This is an optimization exercise on Yosys and OpenROAD, whose aim is small area and a short achievable clock period, not a production implementation.
At most, simulation tests tie the RTL to the original design; equivalence was not proved.
No functional check of the RTL was part of runs 4 and 5.

## flow/design.v (module list and top-level ports; edited modules follow where they fit)
// module fpu: 96 lines
// module fpu_mul: 1749 lines
module fpu #(
    parameter DATA_WIDTH = 32,
    parameter INST_WIDTH = 1
)(
    input                   i_clk,
    input                   i_rst_n,
    input  [DATA_WIDTH-1:0] i_data_a,
    input  [DATA_WIDTH-1:0] i_data_b,
    input  [INST_WIDTH-1:0] i_inst,
    input                   i_valid,
    output [DATA_WIDTH-1:0] o_data,
    output                  o_valid
);
  // ...
==> flow/run.sh <==
#!/bin/bash
# synth_recipe.tcl (not shown) runs the flow's synth.tcl, then flattens the netlist and writes it again
# the make line also repeats each setting of config.mk as NAME=value (left out here)
make -C /OpenROAD-flow-scripts/flow DESIGN_CONFIG=/design/flow/config.mk WORK_HOME=/design/flow/orfs CLKGATE_MAP_FILE= SYNTH_SCRIPT=/design/flow/synth_recipe.tcl finish
==> flow/config.mk <==
export PLATFORM = sky130hd
export DESIGN_NAME = fpu
export DESIGN_NICKNAME = fpu
export VERILOG_FILES = /design/flow/design.v
export SDC_FILE = /design/flow/constraint.sdc
export NUM_CORES = 4
export LEC_CHECK = 0
export ABC_AREA = 1
export CAP_MARGIN = 20
export CORE_MARGIN = 2
export CORE_UTILIZATION = 55
export PLACE_DENSITY = 0.65
export SLEW_MARGIN = 20
==> flow/constraint.sdc <==
create_clock -name core_clock -period 70.0 [get_ports {i_clk}]
set_input_delay 14.0000 -clock core_clock [delete_from_list [all_inputs] [get_ports {i_clk}]]
set_output_delay 14.0000 -clock core_clock [all_outputs]
set_load 0.01 [all_outputs]
==> run summary, run 1 <==
- R2r endpoint: o_data_r[24]$_DFFE_PN0P_
- Sequential share of the synthesized area: 3.00%
- Multi-In Gates: 2699
- Vias per inst: 5.33
- Worst R2R Path Depth: 2
- CP max stage delay: 0.81 ns
- Final Critical Period: 27.63 ns
- Crit-path max FO: 104
- Top Layer Used: met4
- HP Class: reg -> reg
- Setup TNS: 0 ns
- DP Area: 29000 um^2
- GR met3 Demand/Resource: 5.61%
- Drt first-iter violations: 2360
- Yosys cell types: 61
- Total grt overflow: 0
- Clock root buffer: clkbuf_16
- Vias in the first global route: 24936
- Clock buffer depth: 2
- Fin. Hold Viols: 0
- Fraction of registers with async set/reset: 100%
- Initial Utilization: 55.3%
- Worst slew pin tran: 0.980 ns
- Fillers: 4996
- Tapcells: 672
- Drt pass-1 iters: 6
- F_max: 0.0362 GHz
- Yosys top cell area share: 36.4%
- # clock sinks: 33
- CP endpoint: o_data_r[30]$_DFFE_PN0P_
- Reg2reg setup slack: 69.17 ns
- Num sequential: 33
- Nets: 4744
- P&R area growth vs syn: 5.89%
- Run status: complete, no violations
- I/O pin count: 101
- M1 WL: 36500 um
==> run 2: changes to the inputs <==
==> flow/flow/run.sh (new file) <==
#!/bin/bash
# Standard synthesis, then an inverter clean-up around the full adders
# (flow/netopt.py), then the rest of the standard layout.
set -euo pipefail
R=orfs/results/${FLOW_PLATFORM}/fpu/base
LIB=${FLOW_HOME}/platforms/${FLOW_PLATFORM}/lib/sky130_fd_sc_hd__tt_025C_1v80.lib
bash standard.sh synth > synth.log 2>&1
cp $R/1_2_yosys.v 1_2_yosys_std.v
python3 flow/netopt.py "$LIB" 1_2_yosys_std.v $R/1_2_yosys.v > netopt.log 2>&1
rm -f $R/1_synth.odb $R/1_synth.sdc
# over-fix setup: aim for slack well beyond what the clock period needs
SETUP_SLACK_MARGIN=${MARGIN:-46} bash standard.sh finish > layout.log 2>&1
==> flow/flow/netopt.py (new file) <==
#!/usr/bin/env python3
"""Remove inverters around full adders in a flat gate-level netlist.

A full adder is self-dual: fa(~a,~b,~c) = ~fa(a,b,c) for both outputs, so a
full-adder cell may be 'flipped' (fed its inputs' complements, it gives its
outputs' complements).  A gate with a complementary cell in the library
(nand2 / and2, xor2 / xnor2, a21oi / a21o, ...) may be swapped for it, which
complements its output.  The script collapses the inverters on internal
nets, chooses flips and swaps that minimise the cell area (one inverter per
net that still needs the complement), and writes the netlist back.
Usage: netopt.py LIBERTY IN.v OUT.v
"""
import re, sys, random
from collections import defaultdict

lib = open(sys.argv[1]).read()
AREA = {c: float(a) for c, a in re.findall(
    r'cell\s*\(\s*"?(sky130_fd_sc_hd__\w+)"?\s*\)\s*\{.*?\n\s*area\s*:\s*([\d.]+)', lib, re.S)}
P = 'sky130_fd_sc_hd__'
PAIRS = [('nand2', 'and2'), ('nor2', 'or2'), ('nand3', 'and3'), ('nor3', 'or3'),
         ('nand4', 'and4'), ('nor4', 'or4'), ('xor2', 'xnor2'), ('xor3', 'xnor3'),
         ('a21oi', 'a21o'), ('o21ai', 'o21a'), ('a22oi', 'a22o'), ('o22ai', 'o22a'),
         ('a211oi', 'a211o'), ('o211ai', 'o211a'), ('a31oi', 'a31o'), ('o31ai', 'o31a'),
         ('a221oi', 'a221o'), ('o221ai', 'o221a'), ('a32oi', 'a32o'), ('o32ai', 'o32a'),
         ('a311oi', 'a311o'), ('o311ai', 'o311a'), ('a2111oi', 'a2111o'), ('o2111ai', 'o2111a'),
         ('a41oi', 'a41o'), ('o41ai', 'o41a'), ('a21boi', 'a21bo'), ('o21bai', 'o21ba'),
         ('nand2b', 'and2b'), ('nor2b', 'or2b'), ('nand3b', 'and3b'), ('nor3b', 'or3b'),
         ('nand4b', 'and4b'), ('nor4b', 'or4b'), ('a2bb2oi', 'a2bb2o'), ('o2bb2ai', 'o2bb2a'),
         ('mux2i', 'mux2')]
COMP = {}
for x, y in PAIRS:
    for s in (0, 1, 2, 4):
        a, b = f'{P}{x}_{s}', f'{P}{y}_{s}'
        if a in AREA and b in AREA:
            COMP[a] = b; COMP[b] = a
# where the same size is missing, use size 1
for x, y in PAIRS:
    for s in (0, 1, 2, 4):
        a = f'{P}{x}_{s}'
        if a in AREA and a not in COMP and f'{P}{y}_1' in AREA: COMP[a] = f'{P}{y}_1'
        b = f'{P}{y}_{s}'
        if b in AREA and b not in COMP and f'{P}{x}_1' in AREA: COMP[b] = f'{P}{x}_1'
# output pin names differ: inverting cells use Y, the others X
def outpin(t):
    return 'Y' if re.search(r'(nand|nor|oi|ai|xnor|mux2i|inv)\w*_\d+$', t.replace(P, '')) and not t.replace(P,'').startswith('xnor') or t.replace(P,'').startswith('xnor') and False else 'X'
def outpin_of(t):
    n = t.replace(P, '').rsplit('_', 1)[0]
    if n.startswith('xnor') or n.startswith('xor'):
        return 'Y' if n.startswith('xnor') else 'X'
    if n in ('mux2i',) or n.startswith('nand') or n.startswith('nor') or n.endswith('oi') or n.endswith('ai') or n.startswith('inv') or n.startswith('clkinv'):
        return 'Y'
    return 'X'
INVA = AREA[P + 'inv_1']

src = re.sub(r"\(\*.*?\*\)", "", open(sys.argv[2]).read(), flags=re.S)
m = re.search(r'\bmodule\s+(\w+)\s*\((.*?)\);(.*)\bendmodule', src, re.S)
head_end = m.start(3)
stmts = [s.strip() for s in m.group(3).split(';')]
cell_re = re.compile(r'^(sky130_fd_sc_hd__\w+)\s+(\S+)\s*\((.*)\)$', re.S)
pin_re = re.compile(r'\.(\w+)\s*\(\s*(.*?)\s*\)\s*(?:,|$)', re.S)
OUTPINS = {'X', 'Y', 'SUM', 'COUT', 'Q', 'Q_N', 'HI', 'LO'}

decls, cells, others = [], [], []
for s in stmts:
    if not s: continue
    cm = cell_re.match(s)
    if cm:
        cells.append([cm.group(1), cm.group(2), [(p, n.strip()) for p, n in pin_re.findall(cm.group(3))]])
    elif re.match(r'^(wire|input|output|inout|reg)\b', s):
        decls.append(s)
    else:
        others.append(s)

portnames = set()
for s in decls:
    if re.match(r'^(input|output|inout)\b', s):
        portnames.add(s.split()[-1])
fixed = set()
for s in others:
    for tok in re.findall(r"\\\S+|[A-Za-z_][\w$]*(?:\s*\[\d+\])?", s):
        fixed.add(tok.replace(' ', ''))
def is_fixed(n):
    return n in fixed or n.split('[')[0].strip() in portnames or "'" in n

def isinv(t): return re.match(P + r'(inv|clkinv)_\d+$', t) is not None
def isfa(t): return re.match(P + r'fa_\d+$', t) is not None

inv_of, inv_cells = {}, set()
for i, (t, n, pins) in enumerate(cells):
    if isinv(t):
        d = dict(pins); a, y = d.get('A'), d.get('Y')
        if a and y and not is_fixed(a) and not is_fixed(y):
            inv_of[y] = a; inv_cells.add(i)
def root(net):
    pol = 0
    while net in inv_of:
        net = inv_of[net]; pol ^= 1
    return net, pol

driver = {}
for i, (t, n, pins) in enumerate(cells):
    if i in inv_cells: continue
    for p, net in pins:
        if p in OUTPINS: driver[net] = i
loads = defaultdict(list)
for i, (t, n, pins) in enumerate(cells):
    if i in inv_cells: continue
    for k, (p, net) in enumerate(pins):
        if p not in OUTPINS and net:
            b, pol = root(net)
            loads[b].append((i, k, pol))

# kind of each movable cell: 1 = full adder (inputs and output flip), 2 = gate swap (output flips)
kind = {}
for i, (t, n, pins) in enumerate(cells):
    if i in inv_cells: continue
    outs = [net for p, net in pins if p in OUTPINS]
    if any(is_fixed(o) for o in outs): continue
    if isfa(t): kind[i] = 1
    elif t in COMP and len(outs) == 1: kind[i] = 2
flip = defaultdict(int)

def ipar(l):  # input parity of load cell l
    return flip[l] if kind.get(l) == 1 else 0
def dpar(b):
    d = driver.get(b)
    return flip[d] if d is not None and d in kind else 0
def net_needs_inv(b):
    fd = dpar(b)
    for (l, k, pol) in loads[b]:
        if pol ^ fd ^ ipar(l): return True
    return False
def cell_area(i):
    t = cells[i][0]
    if kind.get(i) == 2 and flip[i]: t = COMP[t]
    return AREA[t]
def touched(i):
    s = set()
    for p, net in cells[i][2]:
        if p in OUTPINS: s.add(net)
        elif kind[i] == 1 and net: s.add(root(net)[0])
    return s
def local_cost(i, nets):
    return cell_area(i) + INVA * sum(1 for b in nets if net_needs_inv(b))
def total():
    return sum(cell_area(i) for i in kind) + INVA * sum(1 for b in loads if net_needs_inv(b))

movable = list(kind)
tnets = {i: touched(i) for i in movable}
c_start = total()
rng = random.Random(int(__import__("os").environ.get("NETOPT_SEED", "1")))
best = c_start; best_flip = dict(flip)
cur = c_start
T = float(__import__("os").environ.get("NETOPT_T", "2.0"))
for sweep in range(int(__import__("os").environ.get("NETOPT_SWEEPS", "60"))):
    rng.shuffle(movable)
    for i in movable:
        nets = tnets[i]
        c0 = local_cost(i, nets)
        flip[i] ^= 1
        c1 = local_cost(i, nets)
        dc = c1 - c0
        if dc < -1e-9 or (T > 0.05 and rng.random() < pow(2.718, -dc / T) and dc > 1e-9) or (abs(dc) < 1e-9 and rng.random() < 0.3):
            cur += dc
            if cur < best - 1e-9:
                best = cur; best_flip = dict(flip)
        else:
            flip[i] ^= 1
    T *= 0.85
flip = defaultdict(int, best_flip)
# final greedy polish
for _ in range(5):
    for i in movable:
        nets = tnets[i]; c0 = local_cost(i, nets); flip[i] ^= 1
        if local_cost(i, nets) >= c0 - 1e-9: flip[i] ^= 1
c_end = total()
sys.stderr.write(f"netopt: {len(inv_cells)} inverters collapsed; area of movable cells + inverters {c_start:.1f} -> {c_end:.1f} "
                 f"({sum(1 for i in movable if kind[i]==1 and flip[i])} adders flipped, {sum(1 for i in movable if kind[i]==2 and flip[i])} gates swapped)\n")

inv_type = {}
for i in inv_cells:
    t, n, pins = cells[i]
    b, _ = root(dict(pins)['A'])
    if b not in inv_type or AREA[t] > AREA[inv_type[b]]: inv_type[b] = t
new_cells, new_wires = [], []
ninv = 0
for b, lst in loads.items():
    fd = dpar(b)
    nn = None
    for (l, k, pol) in lst:
        x = pol ^ fd ^ ipar(l)
        p, _ = cells[l][2][k]
        if x:
            if nn is None:
                ninv += 1
                nn = f'_ninv{ninv}_'
                new_wires.append(nn)
                new_cells.append((inv_type.get(b, P + 'inv_1'), f'_ninvc{ninv}_', [('A', b), ('Y', nn)]))
            cells[l][2][k] = (p, nn)
        else:
            cells[l][2][k] = (p, b)
for i in movable:
    if kind[i] == 2 and flip[i]:
        t = cells[i][0]; nt = COMP[t]
        op_old, op_new = outpin_of(t), outpin_of(nt)
        cells[i][0] = nt
        cells[i][2] = [((op_new if p == op_old else p), net) for p, net in cells[i][2]]

def esc(n):
    return n + ' ' if n.startswith('\\') else n
out = [src[:head_end]]
out += ['  ' + s + ' ;' for s in decls]
out += [f'  wire {w};' for w in new_wires]
for i, (t, n, pins) in enumerate(cells):
    if i in inv_cells: continue
    out.append(f'  {t} {n} (' + ', '.join(f'.{p}({esc(net)})' for p, net in pins) + ');')
for t, n, pins in new_cells:
    out.append(f'  {t} {n} (' + ', '.join(f'.{p}({esc(net)})' for p, net in pins) + ');')
out += ['  ' + s + ' ;' for s in others]
out.append('endmodule\n')
open(sys.argv[3], 'w').write('\n'.join(out))
sys.stderr.write(f"netopt: {ninv} inverters written\n")
==> flow/standard.sh (new file) <==
#!/bin/bash
# synth_recipe.tcl (not shown) runs the flow's synth.tcl, then flattens the netlist and writes it again
# the make line also repeats each setting of config.mk as NAME=value (left out here)
make -C /OpenROAD-flow-scripts/flow DESIGN_CONFIG=/design/flow/config.mk WORK_HOME=/design/flow/orfs CLKGATE_MAP_FILE= SYNTH_SCRIPT=/design/flow/synth_recipe.tcl "${@:-finish}"
removed: flow/run.sh
==> run 2 against run 1 <==
Net effect: fmax rose by 16%; cell area rose by 10%; area after synthesis fell by 7.2%; sequential share of layout area fell by 0.26 points; critical path type unchanged.
==> run summary, run 2 <==
- Run status: complete, no violations (unchanged)
- FP Rows: 79 (was 82)
- DP Wirelength: 60000 um (was 63900 um)
- Syn. warnings: 1 (unchanged)
- Hold-fix buffers at CTS: 0 (unchanged)
- Fin crit share: 33.9% (was 39.5%)
- Initial Utilization: 55.3% (about the same)
- Clock latency on the worst-skew pair: 0.29 ns (about the same)
- Mean Syn Cell Area: 7.75 um^2 (was 6.88 um^2)
- Hold depth: 2 (unchanged)
- Routed len/inst: 25.0 um (was 18.7 um)
- Most frequent cells in the layout: 788 x nand2_1, 493 x fa_1, 322 x inv_1 (was 1081 x nand2_1, 1050 x inv_1, 502 x fa_1)
- Min-Delay Endpoint: o_data_r[13]$_DFFE_PN0P_ (was o_data_r[17]$_DFFE_PN0P_)
- Top Registers: o_data_r: 32 flops, o_valid_r: 1 flops (unchanged)
- Die Y: 220 um (was 228 um)
- Worst EP arrival: 23.96 ns (was 27.79 ns)
- Fillers: 3637 (was 4996)
- Multi-input gate area: 23700 um^2 (was 21900 um^2)
- CTS Buf Count: 5 (unchanged)
- Critical setup path kind: in -> reg (unchanged)
- Placed instance count: 3861 (was 4634)
- R2r endpoint: o_data_r[9]$_DFFE_PN0P_ (was o_data_r[24]$_DFFE_PN0P_)
- DRT antenna net count: 0 (unchanged)
- Clock Skew: 0 ns (unchanged)
- F_max: 0.0421 GHz (was 0.0362 GHz)
- RSZ-0062 raised after global routing: true (was false)
- Required @ worst endpoint: 70.22 ns (was 70.16 ns)
- Final Critical Period: 23.75 ns (was 27.63 ns)
- GRT Util Overall: 41.2% (was 34.5%)
- Total grt overflow: 0 (unchanged)
- Layout cells sized above 1: 18.7% (was 3.35%)
- Routed vias: 25583 (was 24748)
- Port bufs: 100 (unchanged)
- P&R area growth vs syn: 25.8% (was 5.89%)
- Slew headroom: 27.3% (was 34.2%)
- Routability Congestion: 0.965 (was 0.963)
- Nets: 4307 (was 4744)
- Hold Crit Start: o_data_r[13]$_DFFE_PN0P_ (was o_data_r[17]$_DFFE_PN0P_)
- Max-slew violations: 0 (unchanged)
- Worst setup EP type: flop (unchanged)
- Startpoint types: input pin (unchanged)
- Clock buffer depth: 2 (unchanged)
- Vias per inst: 6.18 (was 5.33)
- RR Startpoint: o_data_r[9]$_DFFE_PN0P_ (was o_data_r[24]$_DFFE_PN0P_)
- I/O pin count: 101 (unchanged)
- Setup TNS: 0 ns (unchanged)
- TritonCTS clock tree: yes (unchanged)
- Antenna violations before repair: 2 (was 0)
- Hold slack final: 0.475 ns (was 0.483 ns)
- Mapped Cells: 3300 (was 4005)
- CP max stage cell: fa_2 (was ha_1)
- Setup violators final: 0 (unchanged)
- Die area: 48300 um^2 (was 51900 um^2)
- # clock sinks: 33 (unchanged)
- Final cell count without fillers: 4140 (was 4642)
- Clock root buffer: clkbuf_16 (unchanged)
- Post-route DRC: 0 (unchanged)
- Die Span X: 220 um (was 228 um)
- First-pass GRT wire length: 148000 um (was 139000 um)
- Reg clk slew, reported paths: 0.06 ns (about the same)
- Diodes inserted: 0 (unchanged)
- Max-cap viol count: 0 (unchanged)
- Drt pass-1 iters: 8 (was 6)
- Vias in the first global route: 24925 (was 24936)
- Worst slew pin tran: 1.08 ns (was 0.980 ns)
- Commonest non-fill, non-tap cell in the layout: nand2_1 (unchanged)
- Drt first-iter violations: 3057 (was 2360)
- Most used cell, CP: a21oi_2 (was nand2_1)
- Cell Area, Synth: 25600 um^2 (was 27600 um^2)
- CP max stage delay: 0.55 ns (was 0.81 ns)
- Area of the core: 46300 um^2 (was 49900 um^2)
- Worst R2R Path Depth: 2 (unchanged)
- Reg2reg setup slack: 69.28 ns (was 69.17 ns)
- Max reg flops: 32 (unchanged)
- Crit-path max FO: 14 (was 104)
- Top reg by flops: o_data_r (unchanged)
- Final core utilization: 69.6% (was 58.6%)
- H-tree Lvls: 2 (unchanged)
- Fin. Hold Viols: 0 (unchanged)
- Register area: 826 um^2 (unchanged)
- Largest net degree at the start of global routing: 52 (was 105)
- Routed wire length: 104000 um (was 87000 um)
- HP Class: reg -> reg (unchanged)
[run 2: cell count changes in the layout (fill, tap and decap cells not counted), moves of 29 or more]
cell	previous run	this run
inv_1	1050	322
nand2_1	1081	788
and2_1	3	252
buf_4	59	195
clkdlybuf4s50_1	99	37
buf_12	0	58
bufbuf_16	0	38
o21ai_0	128	91
clkbuf_2	0	34
nand2_2	7	39
ha_1	205	176
nor2_1	127	98
[run 2: layout make-up]
class | count | area share [%]
Multi-Input combinational cell | 2708 | 73.7
Timing Repair Buffer | 414 | 16.2
Inverter | 366 | 4.58
Sequential cell | 33 | 2.57
Tap cell | 607 | 2.36
Clock buffer | 7 | 0.443
Clock inverter | 1 | 0.0933
Timing Repair inverter | 4 | 0.0933
[run 2: what timing repair did]
action | CTS | global route
setup endpoints to repair | 31 | 30
gates resized for setup | 333 | 359
setup buffers | 66 | 135
pin swaps | 48 | 161
gates cloned | 45 | 25
[run 2: how the worst max path moves through the flow]
stage / startpoint / endpoint / slack, ns / cells after the start
2_1_floorplan: i_data_a[28] / o_data_r[30]$_DFFE_PN0P_ / 46.05 / 74
3_3_place_gp: i_data_a[23] / o_data_r[30]$_DFFE_PN0P_ / 42.59 / 73
3_5_place_dp: i_data_a[23] / o_data_r[30]$_DFFE_PN0P_ / 42.34 / 71
4_1_cts: i_data_b[21] / o_data_r[30]$_DFFE_PN0P_ / 46.00 / 55
5_1_grt: i_data_b[10] / o_data_r[30]$_DFFE_PN0P_ / 45.83 / 56
6_report: i_data_a[12] / o_data_r[30]$_DFFE_PN0P_ / 46.25 / 55
[run 2: per-stage QoR]
stage          setup WS (ns)  cell area [um^2]
2_1_floorplan          46.05             25600
3_3_place_gp           42.59             26900
3_5_place_dp           42.34             26900
4_1_cts                46.00             29900
5_1_grt                45.83             32200
6_report               46.25             32200
[run 2: metal layers]
metal	track usage, %	routed length [um]	vias to the layer above
met4	17.7	6480	4
met5	0	30	-
met1	54.4	37800	12433
li1	-	-	10859
met3	11.7	14500	466
met2	63.4	44700	1821
[run 2: critical path: cells and delay by family]
family / cells / cell delay, ns
XOR/XNOR: 1 / 0.24
AND/OR/NAND/NOR: 16 / 1.77
AO/OA/AOI/OAI: 19 / 3.00
buffers and inverters: 9 / 0.91
adder cells (fa/ha/maj): 10 / 4.03
==> run 3: changes to the inputs <==
--- a/flow/flow/run.sh
+++ b/flow/flow/run.sh
@@ -8,5 +8,4 @@
 cp $R/1_2_yosys.v 1_2_yosys_std.v
 python3 flow/netopt.py "$LIB" 1_2_yosys_std.v $R/1_2_yosys.v > netopt.log 2>&1
 rm -f $R/1_synth.odb $R/1_synth.sdc
-# over-fix setup: aim for slack well beyond what the clock period needs
-SETUP_SLACK_MARGIN=${MARGIN:-46} bash standard.sh finish > layout.log 2>&1
+bash standard.sh finish > layout.log 2>&1
--- a/flow/flow/netopt.py
+++ b/flow/flow/netopt.py
@@ -148,11 +148,11 @@
 movable = list(kind)
 tnets = {i: touched(i) for i in movable}
 c_start = total()
-rng = random.Random(int(__import__("os").environ.get("NETOPT_SEED", "1")))
+rng = random.Random(1)
 best = c_start; best_flip = dict(flip)
 cur = c_start
-T = float(__import__("os").environ.get("NETOPT_T", "2.0"))
-for sweep in range(int(__import__("os").environ.get("NETOPT_SWEEPS", "60"))):
+T = 2.0
+for sweep in range(60):
     rng.shuffle(movable)
     for i in movable:
         nets = tnets[i]
==> run 3 against run 2 <==
Net effect: routed wire length decreased by 18%; synthesized cell count stayed put; flip-flop and latch count stayed put; final cell count fell by 6.4%; utilization down 11 points; largest cell class unchanged; still clean.
==> run summary, run 3 <==
- Run status: complete, no violations (unchanged)
- Mean Syn Cell Area: 7.75 um^2 (unchanged)
- Fillers: 4313 (was 3637)
- Reg clk slew, reported paths: 0.06 ns (about the same)
- First-pass GRT wire length: 134000 um (was 148000 um)
- Clock root buffer: clkbuf_16 (unchanged)
- Slew headroom: 32.3% (was 27.3%)
- Grt met2 use: 59.1% (was 63.4%)
- Fin crit share: 40.0% (was 33.9%)
- I/O pin count: 101 (unchanged)
- Hold-fix buffers at CTS: 0 (unchanged)
- Max reg flops: 32 (unchanged)
- DP Area: 26900 um^2 (about the same)
- Worst EP arrival: 28.24 ns (was 23.96 ns)
- Worst setup EP type: flop (unchanged)
- Met1 Usage GRT: 47.8% (was 54.4%)
- FP Rows: 79 (unchanged)
- Top Registers: o_data_r: 32 flops, o_valid_r: 1 flops (unchanged)
- Setup violators final: 0 (unchanged)
- Crit-path max FO: 103 (was 14)
- Clock buffer depth: 2 (unchanged)
- Cell Area, Synth: 25600 um^2 (unchanged)
- CP max stage delay: 0.80 ns (was 0.55 ns)
- Routability Congestion: 0.956 (was 0.965)
- CTS Buf Count: 5 (unchanged)
- F_max: 0.0357 GHz (was 0.0421 GHz)
- Final cell count without fillers: 3873 (was 4140)
- Register area: 826 um^2 (unchanged)
- Max-cap viol count: 0 (unchanged)
- Commonest non-fill, non-tap cell in the layout: nand2_1 (unchanged)
- Syn. warnings: 1 (unchanged)
- Routed vias: 23006 (was 25583)
- Post-route DRC: 0 (unchanged)
- DRT antenna net count: 0 (unchanged)
- Design area: 27100 um^2 (was 32200 um^2)
- HP Class: reg -> reg (unchanged)
- Top reg by flops: o_data_r (unchanged)
- Total grt overflow: 0 (unchanged)
- Multi-input gate area: 22600 um^2 (was 23700 um^2)
- TritonCTS clock tree: yes (unchanged)
- H-tree Lvls: 2 (unchanged)
- Required @ worst endpoint: 70.21 ns (was 70.22 ns)
- Clock latency on the worst-skew pair: 0.29 ns (about the same)
- Post-CTS Setup Bufs: 0 (was 66)
- Most used cell, CP: nand2_1 (was a21oi_2)
- Vias per inst: 5.94 (was 6.18)
- RSZ-0062 raised after global routing: false (was true)
- Startpoint types: input pin (unchanged)
- CP max stage cell: ha_1 (was fa_2)
- CTS resizes: 0 (was 333)
- Area of the core: 46300 um^2 (unchanged)
- Max-slew violations: 0 (unchanged)
- Die area: 48300 um^2 (unchanged)
- Antenna violations before repair: 2 (unchanged)
- DP Wirelength: 60500 um (was 60000 um)
- Mapped Cells: 3300 (unchanged)
- Initial Utilization: 55.3% (unchanged)
- Hold slack final: 0.476 ns (was 0.475 ns)
- Most frequent cells in the layout: 826 x nand2_1, 502 x fa_1, 347 x inv_1 (was 788 x nand2_1, 493 x fa_1, 322 x inv_1)
- Drt pass-1 iters: 6 (was 8)
- Setup TNS: 0 ns (unchanged)
- Layout cells sized above 1: 3.95% (was 18.7%)
- GRT Max-Usage Layer: met2 (unchanged)
- Clock Skew: 0 ns (unchanged)
- Fin. Hold Viols: 0 (unchanged)
- Port bufs: 100 (unchanged)
- P&R area growth vs syn: 6.06% (was 25.8%)
- Worst slew pin tran: 1.01 ns (was 1.08 ns)
- Largest net degree at the start of global routing: 104 (was 52)
- GRT Util Overall: 36.5% (was 41.2%)
- # clock sinks: 33 (unchanged)
- Nets: 4038 (was 4307)
- Routed wire length: 84600 um (was 104000 um)
- Routed len/inst: 21.8 um (was 25.0 um)
- Vias in the first global route: 24011 (was 24925)
- Drt first-iter violations: 2083 (was 3057)
- GR met3 Demand/Resource: 8.72% (was 11.7%)
- Critical setup path kind: in -> reg (unchanged)
- Final Critical Period: 28.03 ns (was 23.75 ns)
- Die Span X: 220 um (unchanged)
- Placed instance count: 3862 (was 3861)
- Die Y: 220 um (unchanged)
## run 3: final timing paths
path,from,to,slack (ns),cells past startpoint
max,i_data_a[23],o_data_r[30]$_DFFE_PN0P_,41.97,71
min,o_data_r[21]$_DFFE_PN0P_,o_data_r[21]$_DFFE_PN0P_,0.48,2
min reg2reg,o_data_r[21]$_DFFE_PN0P_,o_data_r[21]$_DFFE_PN0P_,0.48,2
max reg2reg,o_data_r[30]$_DFFE_PN0P_,o_data_r[30]$_DFFE_PN0P_,69.31,2
max in group asynchronous,i_rst_n,o_data_r[29]$_DFFE_PN0P_,55.67,1
min in group asynchronous,i_rst_n,o_data_r[14]$_DFFE_PN0P_,13.81,1
## run 3: critical path: cells and delay by family
family	cells	cell delay [ns]
buffers and inverters	12	2.81
AOI/OAI and AO/OA	14	2.34
adders and majority gates	8	3.22
xor gates and xnor gates	3	0.67
and+or+nand+nor	34	5.10
## run 3: final cells by class
cell class	instances	area share (%)
antenna	2	0.0184
clock buffer	7	0.526
clock inverter	1	0.111
inverter	366	5.06
multi-input combinational	2699	83.1
sequential	33	3.04
tap	607	2.80
timing repair buffer	158	5.34
## run 3: metal layers
metal  up-vias  part of all wire (%)
met2      1175                    46
met1     11295                    39
met4         0                   4.6
li1      10280                     -
met3       256                    10
met5         -                     0
## run 3: metrics by stage
stage | worst slack [ns] | util (%)
detailed placement | 41.94 | 58.2
global placement | 42.33 | 58.2
floorplan | 45.66 | -
CTS | 42.22 | 58.6
finish | 41.97 | 58.7
global route | 40.61 | 58.7
==> module fpu, before the edit <==
module fpu #(
    parameter DATA_WIDTH = 32,
    parameter INST_WIDTH = 1
)(
    input                   i_clk,
    input                   i_rst_n,
    input  [DATA_WIDTH-1:0] i_data_a,
    input  [DATA_WIDTH-1:0] i_data_b,
    input  [INST_WIDTH-1:0] i_inst,
    input                   i_valid,
    output [DATA_WIDTH-1:0] o_data,
    output                  o_valid
);
    reg [DATA_WIDTH-1:0]    o_data_r;
    reg                     o_valid_r;
    assign o_data  = o_data_r;
    assign o_valid = o_valid_r;
    wire        sa = i_data_a[31];
    wire        sb = i_data_b[31];
    wire [7:0]  ea = i_data_a[30:23];
    wire [7:0]  eb = i_data_b[30:23];
    wire [23:0] fa = {1'b1, i_data_a[22:0]};
    wire [23:0] fb = {1'b1, i_data_b[22:0]};
    wire        a_gt = i_data_a[30:0] > i_data_b[30:0];
    wire [8:0]  dab  = {1'b0, ea} - {1'b0, eb};
    wire [7:0]  dba  = eb - ea;
    wire [7:0]  d    = dab[8] ? dba : dab[7:0];
    wire [7:0]  ebig = a_gt ? ea : eb;
    wire [23:0] fbig = a_gt ? fa : fb;
    wire [23:0] fsml = a_gt ? fb : fa;
    wire        sbig = a_gt ? sa : sb;
    wire        sub  = sa ^ sb;
    wire        d0   = (d == 8'd0);
    wire        dv   = (d <= 8'd24);
    wire [25:0] al   = dv ? ({fsml, 2'b00} >> d[4:0]) : 26'd0;
    wire [23:0] t    = al[25:2];
    reg  [4:0]  tza, tzb;
    integer i;
    always @(*) begin
        tza = 5'd23;
        tzb = 5'd23;
        for (i = 22; i >= 0; i = i - 1) begin
            if (fa[i]) tza = i;
            if (fb[i]) tzb = i;
        end
    end
    wire [4:0]  tz   = a_gt ? tzb : tza;
    wire        nzA  = dv & ({3'b0, tz} + 8'd1 < d);    
    wire        nzB  = dv & ({3'b0, tz} + 8'd2 < d);    
    wire        nzC  = dv & ({3'b0, tz} < d);           
    wire        rem23 = al[1] ^ (sub & nzA);
    wire        rem22 = al[0] ^ (sub & nzB);
    wire [24:0] fs   = {1'b0, fbig} + {1'b0, t ^ {24{sub}}} + {24'b0, sub & d0};
    wire [24:0] fsum = {fs[24] & ~sub, fs[23:0]};
    wire [24:0] v    = {fsum[23:0], rem23};
    reg  [4:0]  lz;
    always @(*) begin
        lz = 5'd25;
        for (i = 0; i < 25; i = i + 1)
            if (v[i]) lz = 24 - i;
    end
    wire        vz   = ~|fsum & ~rem23;
    wire [4:0]  kk   = (ebig < {3'b0, lz}) ? ebig[4:0] : lz;
    wire [4:0]  m    = fsum[24] ? 5'd0 : kk + 5'd1;
    wire [26:0] u    = {fsum, rem23, rem22};
    wire [26:0] us   = u << m;
    wire [23:0] af   = us[26:3];
    wire        ard  = us[2];
    wire        ast  = fsum[24] ? nzC : (kk == 5'd0) ? nzA : (kk == 5'd1) ? nzB : 1'b0;
    wire [7:0]  ae   = vz ? 8'd0 : ebig + 8'd1 - {3'b0, m};
    wire [47:22] p;
    fpu_mul u_mul (.a(i_data_a[22:0]), .b(i_data_b[22:0]), .p(p));
    wire [5:0]  tzp  = {1'b0, tza} + {1'b0, tzb};
    wire        ms   = sa ^ sb;
    wire [7:0]  me   = ea + eb - 8'd127 + {7'b0, p[47]};
    wire [23:0] mf   = p[47] ? p[47:24] : p[46:23];
    wire        mrd  = p[47] ? p[23] : p[22];
    wire        mst  = p[47] ? (tzp < 6'd23) : (tzp < 6'd22);
    wire        mul  = i_inst[0];
    wire [22:0] f    = mul ? mf[22:0] : af[22:0];
    wire        rd   = mul ? mrd : ard;
    wire        st   = mul ? mst : ast;
    wire        rnd  = rd & (st | f[0]);
    wire [22:0] fr   = f + {22'b0, rnd};
    wire [31:0] res  = {mul ? ms : sbig, mul ? me : ae, fr};
    always @(posedge i_clk or negedge i_rst_n) begin
        if (~i_rst_n) begin
            o_data_r  <= 0;
            o_valid_r <= 0;
        end else begin
            if (i_valid)
                o_data_r <= res;
            o_valid_r <= i_valid;
        end
    end
endmodule
==> run 4: changes to the inputs <==
--- a/flow/design.v
+++ b/flow/design.v
@@ -53,21 +53,21 @@
     wire [24:0] fs   = {1'b0, fbig} + {1'b0, t ^ {24{sub}}} + {24'b0, sub & d0};
     wire [24:0] fsum = {fs[24] & ~sub, fs[23:0]};
     wire [24:0] v    = {fsum[23:0], rem23};
-    reg  [4:0]  lz;
+    wire [24:0] mk   = (ebig <= 8'd24) ? (25'h1000000 >> ebig[4:0]) : 25'd0;
+    wire [24:0] vm   = v | mk;
+    reg  [4:0]  kk;
     always @(*) begin
-        lz = 5'd25;
+        kk = 5'd25;
         for (i = 0; i < 25; i = i + 1)
-            if (v[i]) lz = 24 - i;
+            if (vm[i]) kk = 24 - i;
     end
-    wire        vz   = ~|fsum & ~rem23;
-    wire [4:0]  kk   = (ebig < {3'b0, lz}) ? ebig[4:0] : lz;
-    wire [4:0]  m    = fsum[24] ? 5'd0 : kk + 5'd1;
-    wire [26:0] u    = {fsum, rem23, rem22};
-    wire [26:0] us   = u << m;
-    wire [23:0] af   = us[26:3];
-    wire        ard  = us[2];
+    wire        vz   = ~|v;
+    wire [25:0] w    = {v, rem22};
+    wire [25:0] ws   = w << kk;
+    wire [23:0] af   = fsum[24] ? fsum[24:1] : ws[25:2];
+    wire        ard  = fsum[24] ? fsum[0] : ws[1];
     wire        ast  = fsum[24] ? nzC : (kk == 5'd0) ? nzA : (kk == 5'd1) ? nzB : 1'b0;
-    wire [7:0]  ae   = vz ? 8'd0 : ebig + 8'd1 - {3'b0, m};
+    wire [7:0]  ae   = fsum[24] ? ebig + 8'd1 : vz ? 8'd0 : ebig - {3'b0, kk};
     wire [47:22] p;
     fpu_mul u_mul (.a(i_data_a[22:0]), .b(i_data_b[22:0]), .p(p));
     wire [5:0]  tzp  = {1'b0, tza} + {1'b0, tzb};
--- a/flow/flow/run.sh
+++ b/flow/flow/run.sh
@@ -8,4 +8,5 @@
 cp $R/1_2_yosys.v 1_2_yosys_std.v
 python3 flow/netopt.py "$LIB" 1_2_yosys_std.v $R/1_2_yosys.v > netopt.log 2>&1
 rm -f $R/1_synth.odb $R/1_synth.sdc
-bash standard.sh finish > layout.log 2>&1
+# over-fix setup: aim for slack well beyond what the clock period needs
+SETUP_SLACK_MARGIN=${MARGIN:-43} bash standard.sh finish > layout.log 2>&1
--- a/flow/flow/netopt.py
+++ b/flow/flow/netopt.py
@@ -148,11 +148,11 @@
 movable = list(kind)
 tnets = {i: touched(i) for i in movable}
 c_start = total()
-rng = random.Random(1)
+rng = random.Random(int(__import__("os").environ.get("NETOPT_SEED", "1")))
 best = c_start; best_flip = dict(flip)
 cur = c_start
-T = 2.0
-for sweep in range(60):
+T = float(__import__("os").environ.get("NETOPT_T", "2.0"))
+for sweep in range(int(__import__("os").environ.get("NETOPT_SWEEPS", "60"))):
     rng.shuffle(movable)
     for i in movable:
         nets = tnets[i]
==> run 4 against run 3 <==
Net effect: setup slack gained 2.9 ns; die area increased by 1.7%; final cell count rose by 3.2%; fmax grew 11%; critical path type unchanged.
==> run summary, run 4 <==
- CP max stage delay: 0.77 ns (was 0.80 ns)
- Clock buffer depth: 2 (unchanged)
- Setup TNS: 0 ns (unchanged)
- Final Critical Period: 25.17 ns (was 28.03 ns)
- CTS resizes: 0 (unchanged)
- Max reg flops: 32 (unchanged)
- Area of the core: 46700 um^2 (was 46300 um^2)
- TritonCTS clock tree: yes (unchanged)
- RSZ-0062 raised after global routing: false (unchanged)
- DP Wirelength: 66500 um (was 60500 um)
- Largest net degree at the start of global routing: 87 (was 104)
- Drt pass-1 iters: 25 (was 6)
- P&R area growth vs syn: 6.27% (was 6.06%)
- Worst setup EP type: flop (unchanged)
- Crit-path max FO: 86 (was 103)
- Die Span X: 222 um (was 220 um)
- CP max stage cell: clkinv_1 (was ha_1)
- Worst slew pin tran: 1.14 ns (was 1.01 ns)
- Post-route DRC: 0 (unchanged)
- Die area: 49100 um^2 (was 48300 um^2)
- Reg clk slew, reported paths: 0.05 ns (was 0.06 ns)
- Max-slew violations: 0 (unchanged)
- Routability Congestion: 1.02 (was 0.956)
- Post-CTS Setup Bufs: 0 (unchanged)
- Required @ worst endpoint: 70.18 ns (was 70.21 ns)
- Mapped Cells: 3411 (was 3300)
- I/O pin count: 101 (unchanged)
- Nets: 4154 (was 4038)
- # clock sinks: 33 (unchanged)
- Die Y: 222 um (was 220 um)
- Clock root buffer: clkbuf_16 (unchanged)
- Fin crit share: 36.0% (was 40.0%)
- F_max: 0.0397 GHz (was 0.0357 GHz)
- Layout cells sized above 1: 3.90% (was 3.95%)
- Worst EP arrival: 25.35 ns (was 28.24 ns)
- Design area: 27700 um^2 (was 27100 um^2)
- Routed wire length: 92000 um (was 84600 um)
- First-pass GRT wire length: 144000 um (was 134000 um)
- Most used cell, CP: nand2_1 (unchanged)
- Cell Area, Synth: 26000 um^2 (was 25600 um^2)
- Drt first-iter violations: 2582 (was 2083)
- Slew headroom: 23.0% (was 32.3%)
- Routed vias: 24165 (was 23006)
- Reg2reg setup slack: 69.27 ns (was 69.31 ns)
- Startpoint types: input pin (unchanged)
- GRT Util Overall: 38.1% (was 36.5%)
- Fillers: 4360 (was 4313)
- Clock latency on the worst-skew pair: 0.29 ns (about the same)
- Syn. warnings: 1 (unchanged)
- Routed len/inst: 23.0 um (was 21.8 um)
- Top reg by flops: o_data_r (unchanged)
- DP Area: 27500 um^2 (was 26900 um^2)
- Hold-fix buffers at CTS: 0 (unchanged)
- Antenna violations before repair: 2 (unchanged)
- Max-cap viol count: 0 (unchanged)
- DRT antenna net count: 0 (unchanged)
- Port bufs: 100 (unchanged)
- Critical setup path kind: in -> reg (unchanged)
- Clock Skew: 0 ns (unchanged)
- HP Class: reg -> reg (unchanged)
- Fin. Hold Viols: 0 (unchanged)
- FP Rows: 79 (unchanged)
- Pre-CTS WS: 44.68 ns (was 41.94 ns)
- H-tree Lvls: 2 (unchanged)
- Run status: complete, no violations (unchanged)
- Vias per inst: 6.05 (was 5.94)
- Top Registers: o_data_r: 32 flops, o_valid_r: 1 flops (unchanged)
- Most frequent cells in the layout: 882 x nand2_1, 502 x fa_1, 385 x inv_1 (was 826 x nand2_1, 502 x fa_1, 347 x inv_1)
- Vias in the first global route: 25058 (was 24011)
- Mean Syn Cell Area: 7.63 um^2 (was 7.75 um^2)
- Commonest non-fill, non-tap cell in the layout: nand2_1 (unchanged)
- Setup violators final: 0 (unchanged)
- CTS Buf Count: 5 (unchanged)
- Initial Utilization: 55.8% (was 55.3%)
- Worst Slack Setup Final: 44.83 ns (was 41.97 ns)
- Total grt overflow: 0 (unchanged)
run 4: worst paths after layout:
kind                                           from                  endpoint  cells past startpoint
setup reg to reg           o_data_r[28]$_DFFE_PN0P_  o_data_r[28]$_DFFE_PN0P_                      2
hold / removal              o_data_r[1]$_DFFE_PN0P_   o_data_r[1]$_DFFE_PN0P_                      2
hold reg to reg             o_data_r[1]$_DFFE_PN0P_   o_data_r[1]$_DFFE_PN0P_                      2
min in group asynchronous                   i_rst_n       o_valid_r$_DFF_PN0_                      1
setup / recovery                        i_data_b[2]  o_data_r[13]$_DFFE_PN0P_                     52
max in group asynchronous                   i_rst_n  o_data_r[11]$_DFFE_PN0P_                      1
run 4: layer usage:
layer | vias up | routed length [um] | track usage (%)
met5 | - | 0 | 0
met4 | 0 | 3580 | 14.4
met3 | 262 | 10500 | 8.81
met2 | 1443 | 41200 | 59.8
met1 | 11795 | 36700 | 51.6
li1 | 10665 | - | -
run 4: area by class of cell:
| class | instances | area, um^2 | share of cell area, % |
|---|---|---|---|
| clock inverter | 3 | 46.3 | 0.167 |
| sequential | 33 | 826 | 2.99 |
| antenna | 1 | 2.50 | 0.00905 |
| timing repair buffer | 166 | 1490 | 5.39 |
| tap | 607 | 759 | 2.75 |
| multi-input combinational | 2781 | 22900 | 82.8 |
| clock buffer | 5 | 125 | 0.452 |
| inverter | 400 | 1500 | 5.43 |
run 4: per-stage QoR:
stage / hold slack, ns / std cells / util (%)
after floorplan: 0.509 / 3412 / -
after global placement: 0.462 / 3987 / 58.9
after detailed placement: 0.465 / 3987 / 58.9
after CTS: 0.481 / 3995 / 59.3
after global routing: 0.504 / 3996 / 59.3
final: 0.475 / 3996 / 59.3
run 4: worst max-delay path, delay by kind of cell:
family	cells	cell delay, ns
simple gates	25	3.15
mux	1	0.34
xor+xnor	2	0.93
buf+inv	7	2.86
compound gates	14	2.73
fa+ha+maj	3	1.28
==> run 5: changes to the inputs <==
==> flow/flow/run.sh (replaced) <==
#!/bin/bash
# Standard synthesis, then an inverter clean-up around the full adders
# (flow/netopt.py), then the rest of the standard layout with plain
# buffers on the ports and setup repair aimed beyond the clock period.
set -euo pipefail
R=orfs/results/${FLOW_PLATFORM}/fpu/base
LIB=${FLOW_HOME}/platforms/${FLOW_PLATFORM}/lib/sky130_fd_sc_hd__tt_025C_1v80.lib
bash standard.sh synth > synth.log 2>&1
cp $R/1_2_yosys.v 1_2_yosys_std.v
python3 flow/netopt.py "$LIB" 1_2_yosys_std.v $R/1_2_yosys.v > netopt.log 2>&1
rm -f $R/1_synth.odb $R/1_synth.sdc
export BUFFER_PORTS_ARGS="-buffer_cell sky130_fd_sc_hd__buf_2"
export SETUP_SLACK_MARGIN=${MARGIN:-43}
bash standard.sh finish > layout.log 2>&1
--- a/flow/config.mk
+++ b/flow/config.mk
@@ -8,6 +8,7 @@
 export ABC_AREA = 1
 export CAP_MARGIN = 20
 export CORE_MARGIN = 2
-export CORE_UTILIZATION = 55
-export PLACE_DENSITY = 0.65
+export CORE_UTILIZATION = 45
+export PLACE_DENSITY = 0.6
 export SLEW_MARGIN = 20
+export SYNTH_HIERARCHICAL = 1
==> run 5 against run 4 <==
Net effect: flip-flop and latch count unchanged; fmax down 1.4%; critical endpoint is now o_data_r[22]$_DFFE_PN0P_; critical path depth up 12; routed wire length down 4.4%; cell area down 2.1%; setup slack worse by 0.37 ns; worst hold slack about the same; via count down 2.1%; sequential share of layout area up 0.065 points.
==> run summary, run 5 <==
- Post-route DRC: 0 (unchanged)
- Cell Area, Synth: 25700 um^2 (was 26000 um^2)
- Vias per inst: 5.74 (was 6.05)
- Top Registers: o_data_r: 32 flops, o_valid_r: 1 flops (unchanged)
- Crit-path max FO: 109 (was 86)
- HP Class: reg -> reg (unchanged)
- Routed vias: 23662 (was 24165)
- Worst setup path start: i_data_a[23] (was i_data_b[2])
- Most used cell, CP: nand2_1 (unchanged)
- Die Y: 243 um (was 222 um)
- Drt pass-1 iters: 6 (was 25)
- Max-slew violations: 0 (unchanged)
- RR Startpoint: o_data_r[0]$_DFFE_PN0P_ (was o_data_r[28]$_DFFE_PN0P_)
- Clock buffer depth: 2 (unchanged)
- H-tree Lvls: 2 (unchanged)
- # clock sinks: 33 (unchanged)
- I/O pin count: 101 (unchanged)
- Slew headroom: 32.0% (was 23.0%)
- FP Rows: 87 (was 79)
- CP max stage delay: 0.83 ns (was 0.77 ns)
- TritonCTS clock tree: yes (unchanged)
- Post-CTS Setup Bufs: 0 (unchanged)
- Die area: 59100 um^2 (was 49100 um^2)
- Worst Slack Setup Final: 44.46 ns (was 44.83 ns)
- Worst setup EP type: flop (unchanged)
- Clock latency on the worst-skew pair: 0.29 ns (about the same)
- Area of the core: 56400 um^2 (was 46700 um^2)
- Run status: complete, no violations (unchanged)
- P&R area growth vs syn: 5.28% (was 6.27%)
- Clock root buffer: clkbuf_16 (unchanged)
- Setup violators final: 0 (unchanged)
- Port bufs: 100 (unchanged)
- Mean Syn Cell Area: 7.62 um^2 (was 7.63 um^2)
- Worst EP arrival: 25.77 ns (was 25.35 ns)
- Clock Skew: 0 ns (unchanged)
- Die Span X: 243 um (was 222 um)
- Layout cells sized above 1: 6.89% (was 3.90%)
- Setup TNS: 0 ns (unchanged)
- Final Critical Period: 25.54 ns (was 25.17 ns)
- CTS Buf Count: 5 (unchanged)
- Required @ worst endpoint: 70.23 ns (was 70.18 ns)
- DRT antenna net count: 0 (unchanged)
- Top reg by flops: o_data_r (unchanged)
- Routability Congestion: 1.03 (was 1.02)
- Most frequent cells in the layout: 915 x nand2_1, 502 x fa_1, 368 x inv_1 (was 882 x nand2_1, 502 x fa_1, 385 x inv_1)
- Pre-CTS WS: 44.12 ns (was 44.68 ns)
- F_max: 0.0392 GHz (was 0.0397 GHz)
- Max-cap viol count: 0 (unchanged)
- DP Wirelength: 64000 um (was 66500 um)
- RSZ-0062 raised after global routing: false (unchanged)
- Initial Utilization: 45.6% (was 55.8%)
- Antenna violations before repair: 2 (unchanged)
- First-pass GRT wire length: 140000 um (was 144000 um)
- Vias in the first global route: 24961 (was 25058)
- Reg clk slew, reported paths: 0.06 ns (was 0.05 ns)
- Largest net degree at the start of global routing: 110 (was 87)
- Max reg flops: 32 (unchanged)
- Hold Crit Start: o_data_r[31]$_DFFE_PN0P_ (was o_data_r[1]$_DFFE_PN0P_)
- Syn. warnings: 7 (was 1)
- Fin. Hold Viols: 0 (unchanged)
- GRT Util Overall: 30.3% (was 38.1%)
- Commonest non-fill, non-tap cell in the layout: nand2_1 (unchanged)
- Routed wire length: 88000 um (was 92000 um)
- Startpoint types: input pin (unchanged)
- Critical setup path kind: in -> reg (unchanged)
- Drt first-iter violations: 1990 (was 2582)
- Total grt overflow: 0 (unchanged)
- Routed len/inst: 21.3 um (was 23.0 um)
- Hold slack final: 0.476 ns (was 0.475 ns)
- CP max stage cell: ha_1 (was clkinv_1)
- Nets: 4118 (was 4154)
- Mapped Cells: 3375 (was 3411)
- Worst slew pin tran: 1.01 ns (was 1.14 ns)
- Fin crit share: 36.5% (was 36.0%)
run 5: cell types whose count changed in the layout (fill, tap and decap cells not counted), moves of 7 or more:
| cell | before | now |
|---|---|---|
| buf_2 | 1 | 100 |
| clkdlybuf4s50_1 | 99 | 0 |
| nand3_1 | 276 | 227 |
| nand2_1 | 882 | 915 |
| nor2_1 | 110 | 136 |
| inv_1 | 385 | 368 |
| buf_4 | 66 | 51 |
| ha_1 | 197 | 184 |
| o21ai_0 | 116 | 127 |
| or2_1 | 2 | 13 |
| o21a_1 | 23 | 13 |
| xnor2_1 | 31 | 23 |
| a21oi_1 | 121 | 128 |
run 5: what timing repair did:
item                                    4_1_cts  5_1_grt
hold buffers                                  0        0
gates resized for setup                       0        1
endpoints found under the setup margin        0        5
run 5: layout make-up:
type                       count  area (um^2)
antenna                        2         5.00
clock buffer                   5          125
clock inverter                 3         68.8
fill                        5697        29300
inverter                     382         1430
multi-input combinational   2791        22800
sequential                    33          826
tap                          756          946
timing repair buffer         151          883
run 5: metrics by stage:
stage | cells | utilization (%) | area [um^2]
final | 4123 | 48.0 | 27100
after global routing | 4121 | 48.0 | 27100
after CTS | 4121 | 48.0 | 27000
after detailed placement | 4113 | 47.6 | 26900
after global placement | 4113 | 47.6 | 26800
after floorplan | 3376 | - | 25700
run 5: metal layers:
metal  wire, um  track usage, %
met2      41000            50.5
met3       6930            4.51
met1      35900            39.7
met5         31           0.245
met4       4080            12.1
run 5: final timing paths:
| check | depth (start not counted) | slack [ns] | to |
|---|---|---|---|
| max | 64 | 44.46 | o_data_r[22]$_DFFE_PN0P_ |
| min | 2 | 0.48 | o_data_r[31]$_DFFE_PN0P_ |
| max reg2reg | 1 | 69.29 | o_data_r[0]$_DFFE_PN0P_ |
| min reg2reg | 2 | 0.48 | o_data_r[31]$_DFFE_PN0P_ |
| max in group asynchronous | 1 | 55.71 | o_data_r[11]$_DFFE_PN0P_ |
| min in group asynchronous | 1 | 13.78 | o_valid_r$_DFF_PN0_ |
run 5: worst max-delay path: cells and delay by family:
kind / cells / cell delay [ns]
AOI/OAI and AO/OA: 16 / 2.48
xor gates and xnor gates: 2 / 0.53
adders and majority gates: 3 / 1.37
buffers and inverters: 8 / 1.42
and+or+nand+nor: 35 / 5.93

[re-timing with driven ports]
The results above use ideal ports. As a check the final layouts listed here were re-extracted and re-timed, cells and wires unchanged. Step 1 (the two cells are an assumption about what drives the block):
set clk [get_ports {i_clk}]
set_driving_cell -lib_cell sky130_fd_sc_hd__clkbuf_16 $clk
set_driving_cell -lib_cell sky130_fd_sc_hd__buf_2 [delete_from_list [all_inputs] $clk]
Step 2 also shifts input and output timing later by t, the mid clock arrival at the registers, as if the neighbouring blocks saw the same clock. Slacks: ideal ports / drivers / drivers and shift; pairs: ideal ports / drivers.
| run | t (ns) | setup slack, ns | slew at the worst register clock pin (ns) |
|---|---|---|---|
| run 1 | 0.329 | 42.370 / 42.374 / 42.045 | 0.06 / 0.06 |
| run 2 | 0.335 | 46.253 / 46.276 / 45.941 | 0.06 / 0.06 |
| run 3 | 0.335 | 41.972 / 41.988 / 41.654 | 0.06 / 0.06 |
| run 4 | 0.341 | 44.831 / 44.855 / 44.514 | 0.07 / 0.07 |
| run 5 | 0.328 | 44.463 / 44.457 / 44.129 | 0.06 / 0.06 |
After both steps setup and hold are still met in every run listed. For run 5, which loses most, drivers alone change the setup slack by -0.006 ns; drivers and shift together by -0.334 ns.
